This design comes from an exercise in tuning for small area on the open sky130 flow, not from production work. Function was checked by simulation only, so behaviour that the tests miss may differ from the original. No activity file was given, so power comes from the tool's default toggle rates.

**flow/run.sh**
```bash
#!/bin/bash
# synth_recipe.tcl (not shown) runs the flow's synth.tcl, then flattens the netlist and writes it again
# the make line also repeats each setting of config.mk as NAME=value (left out here)
make -C /OpenROAD-flow-scripts/flow DESIGN_CONFIG=/design/flow/config.mk WORK_HOME=/design/flow/orfs CLKGATE_MAP_FILE= SYNTH_SCRIPT=/design/flow/synth_recipe.tcl finish
```
**flow/config.mk**
```make
export PLATFORM = sky130hd
export DESIGN_NAME = game_core
export DESIGN_NICKNAME = game_core
export VERILOG_FILES = /design/flow/design.v
export SDC_FILE = /design/flow/constraint.sdc
export NUM_CORES = 8
export LEC_CHECK = 0
export CAP_MARGIN = 20
export CORE_MARGIN = 2
export CORE_UTILIZATION = 40
export PLACE_DENSITY = 0.6
export SLEW_MARGIN = 20
```
**flow/constraint.sdc**
```tcl
create_clock -name core_clock -period 25.0 [get_ports {Clk}]
set_input_delay 5.0000 -clock core_clock [delete_from_list [all_inputs] [get_ports {Clk}]]
set_output_delay 5.0000 -clock core_clock [all_outputs]
set_load 0.01 [all_outputs]
```
**flow/design.v**
```verilog
module frameCounter (
    input  logic Clk, Reset,
    input  logic fre,
    output logic changeFrame,
    output logic tick
);
    logic [3:0] a;
    logic       b;
    logic [2:0] c;
    always_ff @(posedge Clk) begin
        if (Reset) begin
            a <= 4'd0;
            b <= 1'b0;
            c <= 3'd0;
            changeFrame <= 1'b0;
        end else if (fre) begin
            changeFrame <= b;
            if (a == 4'd9) begin
                a <= 4'd0;
                b <= ~b;
                if (b) c <= (c == 3'd5) ? 3'd0 : c + 3'd1;
            end else
                a <= a + 4'd1;
        end
    end
    assign tick = (a == 4'd9) & b & (c == 3'd5);
endmodule
module health (
    input  logic       Clk, Reset,
    input  logic       fre, tick, hit_en,
    output logic [2:0] health_out,
    output logic       game_over
);
    always_ff @(posedge Clk) begin
        if (Reset)
            health_out <= 3'd5;
        else if (fre & tick & hit_en & ~game_over)
            health_out <= health_out - 3'd1;
    end
    assign game_over = (health_out == 3'd0);
endmodule
module enemy_health4 (
    input  logic       Clk, Reset,
    input  logic       fre, tick,
    input  logic [3:0] enemy_hit_en, is_enemy_shield,
    output logic [3:0] dead,
    output logic       all_dead
);
    logic [3:0][2:0] h;
    always_ff @(posedge Clk) begin
        for (int i = 0; i < 4; i++) begin
            if (Reset)
                h[i] <= (i == 3) ? 3'd7 : 3'd5;
            else if (fre & tick & enemy_hit_en[i] & ~is_enemy_shield[i] & ~dead[i])
                h[i] <= h[i] - 3'd1;
        end
    end
    always_comb
        for (int i = 0; i < 4; i++) dead[i] = (h[i] == 3'd0);
    assign all_dead = &dead;
endmodule
module platform (
    input  logic [9:0]  DrawX, DrawY,
    input  logic [13:0] left_bound,
    output logic        is_platform
);
    function automatic logic [8:0] top_of(input logic [3:0] k);
        case (k)
            4'd0:  top_of = 9'd300;  4'd1:  top_of = 9'd400;
            4'd2:  top_of = 9'd300;  4'd3:  top_of = 9'd225;
            4'd4:  top_of = 9'd150;  4'd5:  top_of = 9'd180;
            4'd6:  top_of = 9'd280;  4'd7:  top_of = 9'd380;
            4'd8:  top_of = 9'd440;  4'd9:  top_of = 9'd340;
            4'd10: top_of = 9'd380;  4'd11: top_of = 9'd280;
            4'd12: top_of = 9'd220;  4'd13: top_of = 9'd340;
            default: top_of = 9'd440;
        endcase
    endfunction
    function automatic logic [3:0] step_of(input logic [13:0] v);
        step_of = 4'd0;
        if (v >= 14'd400)  step_of = 4'd1;
        if (v >= 14'd500)  step_of = 4'd2;
        if (v >= 14'd750)  step_of = 4'd3;
        if (v >= 14'd870)  step_of = 4'd4;
        if (v >= 14'd910)  step_of = 4'd5;
        if (v >= 14'd1000) step_of = 4'd6;
        if (v >= 14'd1200) step_of = 4'd7;
        if (v >= 14'd1330) step_of = 4'd8;
        if (v >= 14'd1650) step_of = 4'd9;
        if (v >= 14'd2000) step_of = 4'd10;
        if (v >= 14'd2050) step_of = 4'd11;
        if (v >= 14'd2200) step_of = 4'd12;
        if (v >= 14'd2600) step_of = 4'd13;
        if (v >= 14'd3100) step_of = 4'd14;
    endfunction
    logic [13:0] sx;
    assign sx = {4'd0, DrawX} + left_bound;
    assign is_platform = (sx < 14'd4479) && ({1'b0, DrawY} >= {2'b0, top_of(step_of(sx))});
endmodule
module ball4 (
    input  logic        Clk, Reset,
    input  logic        fre,             
    input  logic        game_over,
    input  logic [7:0]  keycode,
    input  logic [9:0]  DrawX, DrawY,
    input  logic [3:0]  near,            
    input  logic [3:0]  enemy_shield,
    output logic        is_ball,
    output logic        is_shield, is_punch,
    output logic [3:0]  is_attack,
    output logic [13:0] player_location, Ball_X, Ball_Y, left_bound,
    output logic        ball_direction,
    output logic        can_move
);
    function automatic logic [13:0] C(input int k);
        case (k)
            0: C = 14'd0;     1: C = 14'd400;   2: C = 14'd500;   3: C = 14'd750;
            4: C = 14'd870;   5: C = 14'd910;   6: C = 14'd1000;  7: C = 14'd1200;
            8: C = 14'd1330;  9: C = 14'd1650;  10: C = 14'd2000; 11: C = 14'd2050;
            12: C = 14'd2200; 13: C = 14'd2600; 14: C = 14'd3100; default: C = 14'd4479;
        endcase
    endfunction
    function automatic logic [8:0] TOPK(input int k);
        case (k)
            0: TOPK = 9'd300;  1: TOPK = 9'd400;  2: TOPK = 9'd300;  3: TOPK = 9'd225;
            4: TOPK = 9'd150;  5: TOPK = 9'd180;  6: TOPK = 9'd280;  7: TOPK = 9'd380;
            8: TOPK = 9'd440;  9: TOPK = 9'd340;  10: TOPK = 9'd380; 11: TOPK = 9'd280;
            12: TOPK = 9'd220; 13: TOPK = 9'd340; default: TOPK = 9'd440;
        endcase
    endfunction
    function automatic logic [8:0] BOTK(input int k);
        case (k)
            0: BOTK = 9'd350;  1: BOTK = 9'd450;  2: BOTK = 9'd350;  3: BOTK = 9'd275;
            4: BOTK = 9'd200;  5: BOTK = 9'd230;  6: BOTK = 9'd330;  7: BOTK = 9'd430;
            8: BOTK = 9'd479;  9: BOTK = 9'd390;  10: BOTK = 9'd430; 11: BOTK = 9'd330;
            12: BOTK = 9'd370; 13: BOTK = 9'd390; default: BOTK = 9'd479;
        endcase
    endfunction
    function automatic logic [8:0] top_of(input logic [3:0] k);
        top_of = TOPK(int'(k));
    endfunction
    function automatic logic [3:0] step_of(input logic [13:0] v);
        step_of = 4'd0;
        for (int k = 1; k < 15; k++)
            if (v >= C(k)) step_of = 4'(k);
    endfunction
    logic [13:0] X, P, LB;
    logic [8:0]  Y;
    logic        f;                      
    logic [3:0]  top_i, tl_i, tr_i;      
    logic        dir, shield, attack;
    logic [3:0]  hit;
    logic [13:0] X_n, P_n, LB_n;
    logic [8:0]  Y_n;
    logic        f_n;
    logic [3:0]  top_n, tl_n, tr_n;
    logic        dir_n, shield_n, attack_n;
    logic [3:0]  hit_n;
    always_ff @(posedge Clk) begin
        if (Reset) begin
            X <= 14'd320; P <= 14'd320; LB <= 14'd0; Y <= 9'd270; f <= 1'b0;
            top_i <= 4'd0; tl_i <= 4'd0; tr_i <= 4'd0;
            dir <= 1'b1; shield <= 1'b0; attack <= 1'b0; hit <= 4'b0;
        end else begin
            X <= X_n; P <= P_n; LB <= LB_n; Y <= Y_n; f <= f_n;
            top_i <= top_n; tl_i <= tl_n; tr_i <= tr_n;
            dir <= dir_n; shield <= shield_n; attack <= attack_n; hit <= hit_n;
        end
    end
    logic fe, kl, kr, kj, ks, ka;
    assign fe = fre & ~game_over;
    assign kl = (keycode == 8'd4);
    assign kr = (keycode == 8'd7);
    assign kj = (keycode == 8'd26);
    assign ks = (keycode == 8'd22);
    assign ka = (keycode == 8'd44);
    logic [8:0] tv, tlv, trv;
    assign tv  = top_of(top_i);
    assign tlv = top_of(tl_i);
    assign trv = top_of(tr_i);
    logic [14:0] yb;
    always_comb
        for (int k = 0; k < 15; k++)
            yb[k] = ({1'b0, Y} + 10'd30 > {1'b0, TOPK(k)}) && ({1'b0, Y} < {1'b0, BOTK(k)} + 10'd30);
    logic [13:0] Q, R;
    logic        collL, collR;
    logic [2:0]  cl_lo, cr_lo;
    logic [13:0] pl_wall, pr_wall;
    assign Q = P - 14'd20;
    assign R = P + 14'd20;
    always_comb begin
        collL = 1'b0; cl_lo = 3'd0; pl_wall = 14'd0;
        collR = 1'b0; cr_lo = 3'd0; pr_wall = 14'd0;
        for (int k = 1; k < 15; k++) begin
            if (Q >= C(k) && Q <= C(k) + 14'd6 && yb[k-1]) begin
                collL = 1'b1; cl_lo = C(k) % 8; pl_wall = C(k) + 14'd21;
            end
            if (R >= C(k) - 14'd6 && R <= C(k) - 14'd1 && yb[k]) begin
                collR = 1'b1; cr_lo = (C(k) - 14'd1) % 8; pr_wall = C(k) - 14'd21;
            end
        end
    end
    logic [2:0] dl, er;                  
    assign dl = Q[2:0] - cl_lo;
    assign er = cr_lo - R[2:0];
    logic lb0, lbnear, rbend, c3, d2, d3;
    assign lb0    = (LB == 14'd0);
    assign lbnear = (LB <= 14'd6) || (LB >= 14'd8198);
    assign rbend  = f ? (LB == 14'd3839) : (LB == 14'd3840);
    assign c3     = rbend && (P > 14'd4160);
    assign d2     = ({1'b0, LB} + f >= 15'd3834) && ({1'b0, LB} + f <= 15'd15738);
    assign d3     = lb0 && (P < 14'd320);
    logic coll;
    assign coll = (kl & collL) | (kr & collR);
    always_comb begin
        can_move = 1'b0;
        if (fe) begin
            if (kl) begin
                if (lb0) can_move = 1'b1;
                else if (lbnear) can_move = 1'b0;
                else if (c3) can_move = ~(~collL && P < 14'd4166);
            end
            if (kr) begin
                if (rbend) can_move = 1'b1;
                else if (d2) can_move = 1'b0;
                else if (d3) can_move = ~(~collR && P >= 14'd315);
            end
        end
    end
    logic [3:0] w;
    logic       lb_add, lb_set0, lb_setR;
    always_comb begin
        w = 4'd0; lb_add = 1'b0; lb_set0 = 1'b0; lb_setR = 1'b0;
        if (kl) begin
            if (lb0) ;
            else if (lbnear) lb_set0 = ~collL;
            else if (c3) begin
                lb_add = ~collL && P < 14'd4166;
                w = {1'b0, P[2:0]} - 4'd6;
            end else begin
                lb_add = 1'b1;
                w = collL ? 4'd1 - {1'b0, dl} : -4'sd6;
            end
        end
        if (kr) begin
            if (rbend) ;
            else if (d2) lb_setR = ~collR;
            else if (d3) begin
                lb_add = ~collR && P >= 14'd315;
                w = P[3:0] - 4'd10;
            end else begin
                lb_add = 1'b1;
                w = collR ? {1'b0, er} : 4'd6;
            end
        end
    end
    always_comb begin
        X_n = X; P_n = P; LB_n = LB; Y_n = Y; f_n = f;
        top_n = top_i; tl_n = tl_i; tr_n = tr_i;
        dir_n = dir; shield_n = shield; attack_n = attack; hit_n = hit;
        if (fe) begin
            shield_n = ks;
            attack_n = ka;
            hit_n = near & ~enemy_shield & {4{attack}};
            if (kj) begin
                if (Y + 9'd31 >= tv)
                    Y_n = (Y <= 9'd200) ? 9'd30 : Y - 9'd200;
                else
                    Y_n = Y + 9'd6;
            end else if (Y + 9'd37 > tv)
                Y_n = tv - 9'd31;
            else if (Y + 9'd31 < tv && Y + 9'd31 < tlv && Y + 9'd31 < trv)
                Y_n = Y + 9'd6;
            if (kl) begin
                dir_n = 1'b0;
                if (can_move) begin
                    if (collL) X_n = X - 14'd21 - dl;
                    else if (X <= 14'd21) X_n = 14'd20;
                    else X_n = X - 14'd6;
                end else
                    X_n = (lbnear && !lb0 && !collL) ? P - 14'd6 : 14'd320;
                if (collL) P_n = pl_wall;
                else if (can_move && X <= 14'd21) P_n = 14'd20;
                else P_n = P - 14'd6;
            end
            if (kr) begin
                dir_n = 1'b1;
                if (can_move) begin
                    if (collR) X_n = X + 14'd20 + er;
                    else if (X >= 14'd618 && X <= 14'd16363) X_n = 14'd619;
                    else X_n = X + 14'd6;
                end else
                    X_n = (d2 && !rbend && !collR) ? P - 14'd3834 : 14'd320;
                if (collR) P_n = pr_wall;
                else if (can_move && X >= 14'd618 && X <= 14'd16363) P_n = 14'd4453;
                else P_n = P + 14'd6;
            end
            if (kl | kr) begin
                if (lb_set0) begin LB_n = 14'd0; f_n = 1'b0; end
                if (lb_setR) begin LB_n = 14'd3839; f_n = 1'b1; end
                if (lb_add) LB_n = LB + {{10{w[3]}}, w};
                if (P < 14'd4479) top_n = step_of(P);
                if (P - 14'd15 < 14'd4479) tl_n = step_of(P - 14'd15);
                if (P + 14'd15 < 14'd4479) tr_n = step_of(P + 14'd15);
            end
        end
    end
    logic [14:0] sx;
    logic [10:0] sy;
    assign sx = {5'd0, DrawX} + 15'd20 - {1'b0, X};
    assign sy = {1'b0, DrawY} + 11'd30 - {2'b0, Y};
    assign is_ball = (sx <= 15'd40) && (sy <= 11'd60);
    assign player_location = P;
    assign Ball_X          = X;
    assign Ball_Y          = {5'd0, Y};
    assign left_bound      = LB;
    assign ball_direction  = dir;
    assign is_shield       = shield;
    assign is_punch        = attack;
    assign is_attack       = {4{attack & ~game_over}} & (fe ? (near & ~enemy_shield) : hit);
endmodule
module enemy4 (
    input  logic        Clk, Reset,
    input  logic        fre,
    input  logic [9:0]  DrawX, DrawY,
    input  logic [7:0]  keycode,
    input  logic [13:0] Ball_X,
    input  logic        can_move,
    input  logic [13:0] player_location,
    input  logic        hit_en,
    input  logic [3:0]  dead,
    output logic [3:0]  is_enemy, is_enemy_shield, is_enemy_attack, direction, near,
    output logic [55:0] enemy_location, Enemy_X, Enemy_Y
);
    logic [8:0] y0;
    assign y0 = Enemy_Y[8:0];
    logic kany, k4, k7;
    assign kany = (keycode == 8'd0) || (keycode == 8'd22) || (keycode == 8'd44) || (keycode == 8'd26);
    assign k4 = (keycode == 8'd4);
    assign k7 = (keycode == 8'd7);
    logic plo20, phi20;
    assign plo20 = (player_location < 14'd20);
    assign phi20 = (player_location >= 14'd16364);
    for (genvar i = 0; i < 4; i++) begin : g
        enemy_unit #(.IDX(i)) u (
            .Clk(Clk), .Reset(Reset), .fre(fre), .DrawX(DrawX), .DrawY(DrawY),
            .P(player_location), .BX(Ball_X), .y0(y0),
            .cmL(can_move | k7 | kany), .cmR(can_move | k4 | kany),
            .plo20(plo20), .phi20(phi20), .hit_en(hit_en), .dead(dead[i]),
            .is_enemy(is_enemy[i]), .shield(is_enemy_shield[i]), .attack_hit(is_enemy_attack[i]),
            .dir(direction[i]), .near(near[i]),
            .L(enemy_location[14*i +: 14]), .X(Enemy_X[14*i +: 14]), .Y(Enemy_Y[14*i +: 14])
        );
    end
endmodule
module enemy_unit #(parameter int IDX = 0) (
    input  logic        Clk, Reset, fre,
    input  logic [9:0]  DrawX, DrawY,
    input  logic [13:0] P, BX,
    input  logic [8:0]  y0,
    input  logic        cmL, cmR,
    input  logic        plo20, phi20,
    input  logic        hit_en, dead,
    output logic        is_enemy, shield, attack_hit, dir, near,
    output logic [13:0] L, X, Y
);
    localparam int B0 = (IDX == 0) ? 20  : (IDX == 1) ? 1023 : (IDX == 2) ? 2220 : 3121;
    localparam int B1 = (IDX == 0) ? 375 : (IDX == 1) ? 1627 : (IDX == 2) ? 2800 : 4453;
    localparam int LS = (IDX == 0) ? 120 : (IDX == 1) ? 1500 : (IDX == 2) ? 2400 : 3800;
    localparam int LW = (IDX == 0) ? 9 : (IDX == 1) ? 11 : (IDX == 2) ? 12 : 13;
    logic [LW-1:0] l, l_n;
    logic [13:0]   x, x_n;
    logic [8:0]    y, y_n;
    logic          m, m_n;               
    logic [1:0]    t, t_n;               
    logic          s1, s2, s1_n, s2_n;   
    logic          sh, at, ht, dr, sh_n, at_n, ht_n, dr_n;
    always_ff @(posedge Clk) begin
        if (Reset) begin
            l <= LW'(LS); x <= 14'(LS); y <= 9'd449; m <= 1'b0; t <= 2'd0;
            s1 <= 1'b0; s2 <= 1'b0; sh <= 1'b0; at <= 1'b0; ht <= 1'b0; dr <= (IDX == 0);
        end else if (fre) begin
            l <= l_n; x <= x_n; y <= y_n; m <= m_n; t <= t_n;
            s1 <= s1_n; s2 <= s2_n; sh <= sh_n; at <= at_n; ht <= ht_n; dr <= dr_n;
        end
    end
    logic [8:0] tv;
    always_comb begin
        tv = 9'd300;
        if (IDX == 1) tv = (t == 2'd1) ? 9'd280 : (t == 2'd2) ? 9'd380 : (t == 2'd3) ? 9'd440 : 9'd300;
        if (IDX == 2) tv = (t == 2'd1) ? 9'd220 : (t == 2'd2) ? 9'd340 : 9'd300;
        if (IDX == 3) tv = t[0] ? 9'd440 : 9'd300;
    end
    always_comb begin
        t_n = t;
        if (IDX == 1) t_n = (l < 11'd1200) ? 2'd1 : (l < 11'd1330) ? 2'd2 : 2'd3;
        if (IDX == 2) begin
            if (l >= 12'd2201 && l <= 12'd2598) t_n = 2'd1;
            if (l >= 12'd2601 && l <= 12'd3098) t_n = 2'd2;
        end
        if (IDX == 3) t_n = 2'd1;
    end
    logic signed [15:0] D;
    assign D = $signed({2'b0, l}) - $signed({2'b0, P});
    logic ml, mr, az;
    if (IDX == 0) begin : g0
        logic ln20, ln30, plo30, phi30;
        assign ln20  = (l < 9'd20);
        assign ln30  = (l < 9'd30);
        assign plo30 = (P < 14'd30);
        assign phi30 = (P >= 14'd16354);
        function automatic logic ge(input logic signed [15:0] d, input int c, input int n);
            if (n >= 1) ge = 1'b0;
            else if (n <= -2) ge = 1'b1;
            else if (n == 0) ge = (d >= $signed(16'(c)));
            else ge = (d >= $signed(16'(c - 16384)));
        endfunction
        int wp20p, wp20m, wp30p, wp30m, wl20, wl30;
        always_comb begin
            wp20p = phi20 ? 1 : 0;  wp20m = plo20 ? -1 : 0;
            wp30p = phi30 ? 1 : 0;  wp30m = plo30 ? -1 : 0;
            wl20  = ln20 ? -1 : 0;  wl30  = ln30 ? -1 : 0;
        end
        logic le_p20_l20, ge_p20_lm20, le_m20_l20, ge_m20_lm20;
        logic le_p30_l30, ge_p30_lm30, le_m30_l30, ge_m30_lm30;
        always_comb begin
            le_p20_l20  = ge(D, 0, -wp20p);                   
            ge_p20_lm20 = ~ge(D, 41, wl20 - wp20p);           
            le_m20_l20  = ge(D, -40, -wp20m);                 
            ge_m20_lm20 = ~ge(D, 1, wl20 - wp20m);            
            le_p30_l30  = ge(D, 0, -wp30p);
            ge_p30_lm30 = ~ge(D, 61, wl30 - wp30p);
            le_m30_l30  = ge(D, -60, -wp30m);
            ge_m30_lm30 = ~ge(D, 1, wl30 - wp30m);
            ml = ~ge_p20_lm20;                                
            mr = ~ge(D, -40, -wp20m);                         
            az = ge_p20_lm20 | le_m20_l20;
            near = ((le_p20_l20 & ge_p20_lm20) | (le_m20_l20 & ge_m20_lm20)) &
                   ((le_p30_l30 & ge_p30_lm30) | (le_m30_l30 & ge_m30_lm30));
        end
    end else begin : g1
        assign ml   = phi20 | (D > 16'sd40);
        assign mr   = plo20 | (D < -16'sd40);
        assign az   = ~(plo20 | phi20);
        assign near = (D >= -16'sd40) && (D <= 16'sd40);
    end
    logic [13:0] q;
    logic        jw, cw;
    assign q = 14'(l) - 14'd20;
    always_comb begin
        jw = 1'b0; cw = 1'b0;
        if (IDX == 1) begin
            jw = (q >= 1000 && q <= 1006) || (q >= 1200 && q <= 1206) || (q >= 1330 && q <= 1336);
            cw = (q >= 1000 && q <= 1004 && y > 150 && y < 260) ||
                 (q >= 1200 && q <= 1204 && y > 250 && y < 360) ||
                 (q >= 1330 && q <= 1334 && y > 350 && y < 460);
        end
        if (IDX == 2) begin
            jw = (q >= 2200 && q <= 2206) || (q >= 2600 && q <= 2606);
            cw = (q >= 2200 && q <= 2204 && y > 250 && y < 360) ||
                 (q >= 2600 && q <= 2604 && y > 190 && y < 400);
        end
        if (IDX == 3) begin
            jw = (q >= 3100 && q <= 3106);
            cw = (q >= 3100 && q <= 3104 && y > 310 && y < 420);
        end
    end
    function automatic logic [1:0] mod3(input logic [13:0] v);
        logic [1:0] r;
        r = 2'd0;
        for (int b = 13; b >= 0; b--) begin
            case ({r, v[b]})
                3'b000: r = 2'd0; 3'b001: r = 2'd1;
                3'b010: r = 2'd2; 3'b011: r = 2'd0;
                3'b100: r = 2'd1; 3'b101: r = 2'd2;
                default: r = 2'd0;
            endcase
        end
        mod3 = r;
    endfunction
    logic [1:0] r3;
    assign r3 = mod3(14'(l) + 14'(y0));
    logic [13:0] xs;                     
    logic [8:0]  m6;
    assign m6 = m ? 9'd6 : 9'd0;
    always_comb begin
        l_n = l; x_n = x; dr_n = dr;
        s1_n = (r3 == 2'd1); s2_n = (r3 == 2'd2);
        y_n = y + m6;
        m_n = (IDX == 0) ? (y < tv - 9'd1) : (y < tv - 9'd2);
        if (y + m6 + 9'd31 > tv) begin
            m_n = 1'b0;
            y_n = tv - 9'd31;
        end
        if (y <= 9'd31 + m6) m_n = 1'b1;
        if (ml) begin
            dr_n = 1'b0;
            s1_n = 1'b0; s2_n = 1'b0;
            if (l >= LW'(B0)) begin
                if (IDX == 0 && cmL && P <= 14'd319 && l <= LW'(21)) begin
                    x_n = 14'd20; l_n = LW'(20);
                end else begin
                    l_n = l - LW'(4);
                    if (cmL && !cw) x_n = BX + D[13:0];
                    else x_n = (D[13:0] <= 14'd320) ? 14'd320 + D[13:0] : 14'd662;
                end
                if (jw) begin
                    if (y + 9'd31 >= tv)
                        y_n = (y <= 9'd200) ? 9'd30 : y - 9'd200;
                    else
                        y_n = y + 9'd6;
                end
            end else
                x_n = BX + D[13:0];
        end
        if (mr) begin
            dr_n = 1'b1;
            s1_n = 1'b0; s2_n = 1'b0;
            if (l <= LW'(B1)) begin
                l_n = l + LW'(4);
                if (cmR) x_n = BX + D[13:0];
                else x_n = (D[13:0] + 14'd340 <= 14'd320) ? 14'd320 + D[13:0] : 14'd15745;
            end else begin
                l_n = l;
                x_n = BX + D[13:0];
            end
        end
    end
    assign sh_n = az & s1;
    assign at_n = az & s2;
    assign ht_n = near & hit_en & at & ~dead & (l >= LW'(B0)) & (l <= LW'(B1));
    logic [14:0] sx;
    logic [10:0] sy;
    assign sx = {5'd0, DrawX} + 15'd20 - {1'b0, x};
    assign sy = {1'b0, DrawY} + 11'd30 - {2'b0, y};
    assign is_enemy = (sx <= 15'd40) && (sy <= 11'd60) && ~dead;
    assign shield     = sh;
    assign attack_hit = at & ht;
    assign dir        = dr;
    assign L          = 14'(l);
    assign X          = x;
    assign Y          = {5'd0, y};
endmodule
module game_core (
    input  logic        Clk,
    input  logic        Reset,           
    input  logic        frame_clk,       
    input  logic [7:0]  keycode,
    input  logic [9:0]  DrawX,
    input  logic [9:0]  DrawY,
    output logic        is_ball,
    output logic [3:0]  is_enemy,
    output logic        is_platform,
    output logic        is_shield,
    output logic        is_punch,
    output logic [3:0]  is_attack,
    output logic [13:0] player_location,
    output logic [13:0] Ball_X,
    output logic [13:0] Ball_Y,
    output logic        ball_direction,
    output logic [55:0] enemy_loc,
    output logic [55:0] Enemy_X,
    output logic [55:0] Enemy_Y,
    output logic [3:0]  enemy_direction,
    output logic [3:0]  is_enemy_shield,
    output logic [3:0]  is_enemy_attack,
    output logic [2:0]  health_out,
    output logic        game_over,
    output logic [3:0]  dead,
    output logic        all_dead,
    output logic        changeFrame,
    output logic [13:0] left_bound
);
    logic frame_clk_delayed, fre;
    always_ff @(posedge Clk) begin
        frame_clk_delayed <= frame_clk;
        fre <= frame_clk & ~frame_clk_delayed;
    end
    logic       tick, can_move;
    logic [3:0] near;
    frameCounter frame_count (
        .Clk(Clk), .Reset(Reset), .fre(fre), .changeFrame(changeFrame), .tick(tick)
    );
    ball4 ball_instance (
        .Clk(Clk), .Reset(Reset), .fre(fre), .game_over(game_over), .keycode(keycode),
        .DrawX(DrawX), .DrawY(DrawY), .near(near), .enemy_shield(is_enemy_shield),
        .is_ball(is_ball), .is_shield(is_shield), .is_punch(is_punch), .is_attack(is_attack),
        .player_location(player_location), .Ball_X(Ball_X), .Ball_Y(Ball_Y),
        .left_bound(left_bound), .ball_direction(ball_direction), .can_move(can_move)
    );
    enemy4 enemy (
        .Clk(Clk), .Reset(Reset), .fre(fre), .DrawX(DrawX), .DrawY(DrawY), .keycode(keycode),
        .Ball_X(Ball_X), .can_move(can_move), .player_location(player_location),
        .hit_en(~is_shield), .dead(dead), .is_enemy(is_enemy), .is_enemy_shield(is_enemy_shield),
        .is_enemy_attack(is_enemy_attack), .direction(enemy_direction), .near(near),
        .enemy_location(enemy_loc), .Enemy_X(Enemy_X), .Enemy_Y(Enemy_Y)
    );
    platform plat (
        .DrawX(DrawX), .DrawY(DrawY), .left_bound(left_bound), .is_platform(is_platform)
    );
    health player_health (
        .Clk(Clk), .Reset(Reset), .fre(fre), .tick(tick), .hit_en(|is_enemy_attack),
        .health_out(health_out), .game_over(game_over)
    );
    enemy_health4 enemy_health (
        .Clk(Clk), .Reset(Reset), .fre(fre), .tick(tick), .enemy_hit_en(is_attack),
        .is_enemy_shield(is_enemy_shield), .dead(dead), .all_dead(all_dead)
    );
endmodule
```
==> qor.csv <==
metric;value;unit
cts_tree;done;
synthToLayoutAreaGrowth;11.37;%
status;no timing/DRC/antenna violations;
first_pass_iters;6;
clkTransAtPathRegs;60;ps
yosysMostFrequentCell;nand2_1;
grtUsageTotal;31.63;%
antenna_found_initial;3;
finalCritPeriodShare;69.80;%
worst_slack;7549;ps
ant_nets;0;
crit_path_frequent_cell;a21oi_1;
synth.area.top_cells;ha_1 14%, dfxtp_1 13%, xnor2_1 6.8%, a21oi_1 5.6%, nand2_1 4.8%;
grt_overflow_total;0;
io-pin-count;290;
drc;0;
drtIter0Drc;6210;
grt_max_degree;61;
netlist_instances;6420;
multi_input_area;36720;um^2
slowest_delay;830;ps
cts_hold_buf;0;
period_minus_slack;17450;ps
worst_setup_path_end_kind;output pin;
cts_buffers;41;
start_kind;primary input;
final-seq-area;5731;um^2
avgRoutedWirePerCell;24.12;um
ctsLongestPathBuffers;3;
fin_skew;22.92;ps
synthArstFlopShare;0;%
yosysTopAreaCell;ha_1;
synth_cell_type_count;117;
grt_pass1_wl;288100;um
power_density;85.95;nW/um^2
worstPathArrival;12450;ps
grt_pass1_vias;45967;
antenna_cells;0;
setup_viol;0;
finalHoldViolCount;0;
num_vias;51037;
cts_root_buf;clkbuf_16;
hold_slack;379.7;ps
ys_seq_area_share;12.62;%
cp_max_fo;14;
wl;193400;um
synth_edf_count;0;
rows;123;
worst_pin_slew;1292;ps
post-dp-hpwl;146700;um
nFillCells;11499;
vdd_drop_max;0.00008137;V
drive_gt1_share;5.230;%
ys_ff_latch;286;
die_w;340.8;um
synth_top_area_share;14.23;%
vias_per_cell;6.364;
initial_core_util;40.32;%
synth_common_cells;586 x nand2_1, 552 x nor2_1, 516 x ha_1;
syn_area_per_cell;7.066;um^2
design.die.area;116100;um^2
syn_area;45360;um^2
clock.fmax;57.30;MHz
yosysWarnings;10;
postCtsSetupBuffers;0;
cts_max_level;2;
slew_headroom;13.08;%
cts_resized;0;
clk_latency;630;ps
slew_violations;0;
synth_flop_cell;dfxtp_1;
final_core_util;44.91;%
drv_cap;0;
gp_congestion;1.014;
hold_class;reg2reg;
num-nets-final;7055;
timing.setup.tns;0;ps
dp_slack;7646;ps
crit_path_top_delay_cell;clkdlybuf4s50_1;
finalPower;4.342;mW
criticalPathCategory;in2out;
die_h;340.8;um
leakage;20.66;nW
rsz0062_at_grt;no;
io_buffers;245;
cp.required;20000;ps
cts.sinks;286;
core;112500;um^2
## metal layers
layer  wire length, um  share of wire, %  GRT usage [%]
met5                24             0.012              0
met4              9764               5.0          13.96
met3             19610                10          5.470
met2             77580                40          45.44
met1             86470                45          45.72
## critical path: cells and delay by family
family	cells	cell delay, ps
AO/OA/AOI/OAI	17	3300
adder cells (fa/ha/maj)	3	800
AND/OR/NAND/NOR	8	950
XOR/XNOR	1	820
multiplexers	1	250
buffers and inverters	2	1310
## cell usage in the layout, fill, tap and decap left out, drive strengths merged, types with 72 or more instances in the layout
cell,synthesis,layout
a211oi,112,112
a21o,117,117
a21oi,506,506
a31oi,126,126
buf,133,125
clkdlybuf4s50,0,244
dfxtp,286,286
ha,516,516
inv,351,353
nand2,588,588
nand2b,91,91
nand3,182,182
nand4,72,72
nor2,554,554
nor2b,100,100
nor3,217,217
nor4,93,93
o211ai,73,73
o21a,80,80
o21ai,403,403
xnor2,351,351
xor2,92,92
## report_power, final
| group | internal, mW | leakage (nW) | switching, mW |
|---|---|---|---|
| registers | 0.508 | 2.33 | 0.148 |
| clock network | 0.383 | 0.696 | 0.267 |
| logic | 1.20 | 17.6 | 1.84 |
## registers in the layout, summed over array words and instances, names as in the netlist, 5 cells and up
| register | count |
|---|---|
| ball_instance.X | 14 |
| enemy.g.u.y | 36 |
| ball_instance.tlv | 9 |
| enemy.g.u.l | 37 |
| enemy.g.u.x | 56 |
| ball_instance.tv | 9 |
| ball_instance.LB | 14 |
| ball_instance.trv | 9 |
| enemy.g.u.t | 5 |
| ball_instance.Y | 9 |
| enemy_health.h | 12 |
| ball_instance.P | 14 |
## final cells by class
type / count / area share [%]
Sequential cell: 286 / 11.34
Inverter: 366 / 2.722
Multi-Input combinational cell: 5427 / 72.68
Tap cell: 1500 / 3.715
Timing Repair Buffer: 369 / 6.699
Clock buffer: 48 / 2.204
Clock inverter: 24 / 0.6415
## per-stage QoR
stage	area [um^2]	std cells
detailed placement	49070	7948
global route	50520	8020
global placement	49060	7948
floorplan	45520	6463
CTS	50500	8020
finish	50520	8020
## cells by family (layout without fill, tap and decap cells)
kind of cell / Yosys count / in the layout / share of synthesized area (%)
buffers and inverters: 750 / 807 / 6.948
xor gates and xnor gates: 443 / 443 / 8.553
other: 1 / 44 / 0.008267
DFF: 286 / 286 / 12.62
adders and majority gates: 535 / 535 / 15.03
AOI/OAI and AO/OA: 2050 / 2050 / 30.22
muxes: 82 / 82 / 1.878
and+or+nand+nor: 2273 / 2273 / 24.75
## path summary, 6_finish.rpt
| kind | startpoint | endpoint | slack, ps | cells past startpoint |
|---|---|---|---|---|
| worst max-delay path | DrawX[1] | is_platform | 7550 | 32 |
| worst min-delay path | frame_clk_delayed | fre | 380 | 1 |
| worst max register to register | ball_instance.Y[4] | ball_instance.X[13] | 15590 | 30 |
| worst min register to register | frame_clk_delayed | fre | 380 | 1 |

-- what the ideal ports hide --
Ports are ideal in the flow. The routed layout listed here was re-timed in OpenROAD.
Step 1, drivers: a clkbuf_16 drives Clk and a buf_2 each remaining input, both assumed.
Step 2 also shifts input and output timing later by t, the mid clock arrival at the registers, as if the neighbouring blocks saw the same clock.
a / b / c = no drivers / after step 1 / after step 2; a / b = the first two.
t (ns): 0.683
setup slack, ns: 7.549 / 7.521 / 7.521
latest minus earliest clock arrival (ns): 0.023 / 0.023
slew at the worst register clock pin (ns): 0.07 / 0.07
pins driven straight from the clock port: 1
After both steps setup and hold are still met in this run. The setup slack of this run moves by -0.028 ns with the drivers and by -0.028 ns with both steps.
